Source: an optimization exercise on an open RTL-to-GDS flow (aim: small area). Production flows keep margins and buffers that such runs may drop.
The RTL was checked by simulation tests, not by an equivalence proof against the original design.
Power figures rest on the tool's default switching activity, not on a simulated workload.

// fpga_agc
module fpga_agc(BLKUPL_, BMGXM, BMGXP, BMGYM, BMGYP, BMGZM, BMGZP, CAURST, CDUFAL, CDUXM, CDUXP, CDUYM, CDUYP, CDUZM, CDUZP, CNTRL1, CNTRL2, CTLSAT, DBLTST, DKBSNC, DKEND, DKSTRT, DOSCAL, FREFUN, GATEX_, GATEY_, GATEZ_, GCAPCL, GUIREL, HOLFUN, IMUCAG, IMUFAL, IMUOPR, IN3008, IN3212, IN3213, IN3214, IN3216, IN3301, ISSTOR, LEMATT, LFTOFF, LRIN0, LRIN1, LRRLSC, LVDAGD, MAINRS, MAMU, MANRmP, MANRmR, MANRmY, MANRpP, MANRpR, MANRpY, MARK, MDT01, MDT02, MDT03, MDT04, MDT05, MDT06, MDT07, MDT08, MDT09, MDT10, MDT11, MDT12, MDT13, MDT14, MDT15, MDT16, MKEY1, MKEY2, MKEY3, MKEY4, MKEY5, MLDCH, MLOAD, MNHNC, MNHRPT, MNHSBF, MNIMmP, MNIMmR, MNIMmY, MNIMpP, MNIMpR, MNIMpY, MONPAR, MONWBK, MRDCH, MREAD, MRKREJ, MRKRST, MSTP, MSTRT, MTCSAI, NAVRST, NHALGA, NHVFAL, NKEY1, NKEY2, NKEY3, NKEY4, NKEY5, OPCDFL, OPMSW2, OPMSW3, PCHGOF, PIPAXm, PIPAXp, PIPAYm, PIPAYp, PIPAZm, PIPAZp, ROLGOF, RRIN0, RRIN1, RRPONA, RRRLSC, S4BSAB, SBYBUT, SHAFTM, SHAFTP, SIGNX, SIGNY, SIGNZ, SMSEPR, SPSRDY, STRPRS, TEMPIN, TRANmX, TRANmY, TRANmZ, TRANpX, TRANpY, TRANpZ, TRNM, TRNP, TRST10, TRST9, ULLTHR, UPL0, UPL1, WD167, WD168, XLNK0, XLNK1, ZEROP, mstpeven, mstpodd, ALGA, ALRT0, ALRT1, ALT0, ALT1, ALTSNC, BPLSSW, BPLUS, CDUCLK, CDUXDM, CDUXDP, CDUYDM, CDUYDP, CDUZDM, CDUZDP, CGCWAR, CLK, COARSE, COMACT, DISDAC, DKDATA, DKDATB, ELSNCM, ELSNCN, EMSm, EMSp, ENERIM, ENEROP, GYENAB, GYRRST, GYRSET, GYXM, GYXP, GYYM, GYYP, GYZM, GYZP, ISSTDC, ISSWAR, KYRLS, LRRANG, LRRST, LRSYNC, LRXVEL, LRYVEL, LRZVEL, MBR1, MBR2, MCTRAL_, MGOJAM, MGP_, MIIP, MINHL, MINKL, MNISQ, MON800, MONWT, MOSCAL_, MPAL_, MPIPAL_, MRAG, MRCH, MREQIN, MRGG, MRLG, MROLGT, MRPTAL_, MRSC, MRULOG, MSCAFL_, MSCDBL_, MSP, MSQ10, MSQ11, MSQ12, MSQ13, MSQ14, MSQ16, MSQEXT, MST1, MST2, MST3, MSTPIT_, MT01, MT02, MT03, MT04, MT05, MT06, MT07, MT08, MT09, MT10, MT11, MT12, MTCAL_, MTCSA_, MVFAIL_, MWAG, MWARNF_, MWATCH_, MWBBEG, MWBG, MWCH, MWEBG, MWFBG, MWG, MWL01, MWL02, MWL03, MWL04, MWL05, MWL06, MWL07, MWL08, MWL09, MWL10, MWL11, MWL12, MWL13, MWL14, MWL15, MWL16, MWLG, MWQG, MWSG, MWYG, MWZG, OPEROR, OT1108, OT1110, OT1111, OT1112, OT1113, OT1114, OT1116, OT1207, OT1207_, OTLNK0, OTLNK1, OUTCOM, PIPASW, PIPDAT, PIPINT, RCmXmP, RCmXmY, RCmXpP, RCmXpY, RCmYmR, RCmYpR, RCmZmR, RCmZpR, RCpXmP, RCpXmY, RCpXpP, RCpXpY, RCpYmR, RCpYpR, RCpZmR, RCpZpR, RESTRT, RHCGO, RLYB01, RLYB02, RLYB03, RLYB04, RLYB05, RLYB06, RLYB07, RLYB08, RLYB09, RLYB10, RLYB11, RRRANG, RRRARA, RRRST, RRSYNC, RYWD12, RYWD13, RYWD14, RYWD16, S4BOFF, S4BSEQ, S4BTAK, SBYLIT, SHFTDM, SHFTDP, STARON, STNDBY, STRT1, STRT2, THRSTm, THRSTp, TMPCAU, TRNDM, TRNDP, TVCNAB, UPLACT, VNFLSH, ZEROPT, ZIMCDU, ZOPCDU, n12KPPS, n25KPPS, n3200A, n3200B, n3200C, n3200D, n800RST, n800SET, p28COM, p4SW, p4VDC, clk, reset, rope_addr, rope_data, core_addr, core_we, core_wdata, core_rdata);
For scale: roughly 9600 flip-flops, ~260000 sq um of cells after synthesis.
Settings: LEC_CHECK=0, CAP_MARGIN=20, CORE_MARGIN=2, CORE_UTILIZATION=40, CTS_BUF_LIST=sky130_fd_sc_hd__clkbuf_16, CTS_CLUSTER_DIAMETER=60, CTS_CLUSTER_SIZE=26, SLEW_MARGIN=20; clock period 19.5 ns.
run.sh (not shown) runs the stock make flow with config.mk's settings and CLKGATE_MAP_FILE= SYNTH_SCRIPT=/design/flow/synth_recipe.tcl, a recipe that flattens the netlist after the stock synthesis.
The baseline finished clean.
==> next run, changes <==
--- a/flow/config.mk
+++ b/flow/config.mk
@@ -9,6 +9,6 @@
 export CORE_MARGIN = 2
 export CORE_UTILIZATION = 40
-export CTS_BUF_LIST = sky130_fd_sc_hd__clkbuf_16
-export CTS_CLUSTER_DIAMETER = 60
-export CTS_CLUSTER_SIZE = 26
+export CTS_BUF_LIST = sky130_fd_sc_hd__clkbuf_8
+export CTS_CLUSTER_DIAMETER = 50
+export CTS_CLUSTER_SIZE = 18
 export SLEW_MARGIN = 20
The new run completed with no timing, DRC or antenna violations.
First-iteration DRC count shrinks by 5.6%.
Final cell count climbs by 0.89%.
Sequential share of layout area came out higher by 0.45 points.
Register-to-register slack barely changes.
Clock skew decreases by 0.028 ns.
Cell area is lower by 0.67%.
Setup slack got worse by 0.016 ns.
Global-route usage rose by 0.11 points.
Synthesized area is unchanged.
Hold slack improves by 0.020 ns.
==> next run, changes <==
--- a/flow/config.mk
+++ b/flow/config.mk
@@ -9,6 +9,5 @@
 export CORE_MARGIN = 2
 export CORE_UTILIZATION = 40
-export CTS_BUF_LIST = sky130_fd_sc_hd__clkbuf_8
-export CTS_CLUSTER_DIAMETER = 50
-export CTS_CLUSTER_SIZE = 18
+export CTS_BUF_LIST = sky130_fd_sc_hd__clkbuf_4
+export CTS_CLUSTER_SIZE = 20
 export SLEW_MARGIN = 20
After rerunning: Clock power goes up by 50%. Clock-buffer cell count goes up by 2577. Power goes up by 18%. Worst setup slack gains 0.0072 ns. Via count goes up by 6.7%. Synthesized area does not change.
==> next run, changes <==
--- a/flow/config.mk
+++ b/flow/config.mk
@@ -9,5 +9,3 @@
 export CORE_MARGIN = 2
 export CORE_UTILIZATION = 40
-export CTS_BUF_LIST = sky130_fd_sc_hd__clkbuf_4
-export CTS_CLUSTER_SIZE = 20
 export SLEW_MARGIN = 20
=>
- The changed run completed with no timing, DRC or antenna violations
- die area does not change
- clock-buffer cell count decreases by 2010
- power went up by 4.0%
- cell count falls by 6.5%
- global-route usage fell by 0.70 points
- synthesized cell count stays the same
- clock skew is lower by 0.11 ns
- first-iteration DRC count grows by 2.7%
- critical path depth is unchanged

==> re-timing with driven ports <==
No port has a modelled driver above. Below, the same layouts with a new extraction and two added sets of constraints.
Step 1: set_driving_cell puts a clkbuf_16 on clk and a buf_2 on each other input, an assumption about the parent block.
Step 2, shift: input delay + t, output delay - t, t = (earliest + latest rising clock arrival at the registers) / 2. This alone moves slack from input paths to output paths.
Slacks: no drivers / after step 1 / after step 2; pairs: no drivers / after step 1.
run | shift t [ns] | slack for setup (ns) | hold slack, ns | worst setup path after step 2 | pins driven straight from the clock port
the first run | 1.206 | 7.900 / 7.874 / 7.874 | 0.313 / 0.313 / 0.313 | input to output | 1
the second run | 1.425 | 7.884 / 7.858 / 7.858 | 0.333 / 0.333 / 0.333 | input to output | 1
the third run | 1.948 | 7.891 / 7.863 / 7.863 | 0.246 / 0.246 / 0.246 | input to output | 1
the fourth run | 1.250 | 7.883 / 7.855 / 7.855 | 0.307 / 0.307 / 0.307 | input to output | 1
After both steps setup and hold are still met in every run listed.
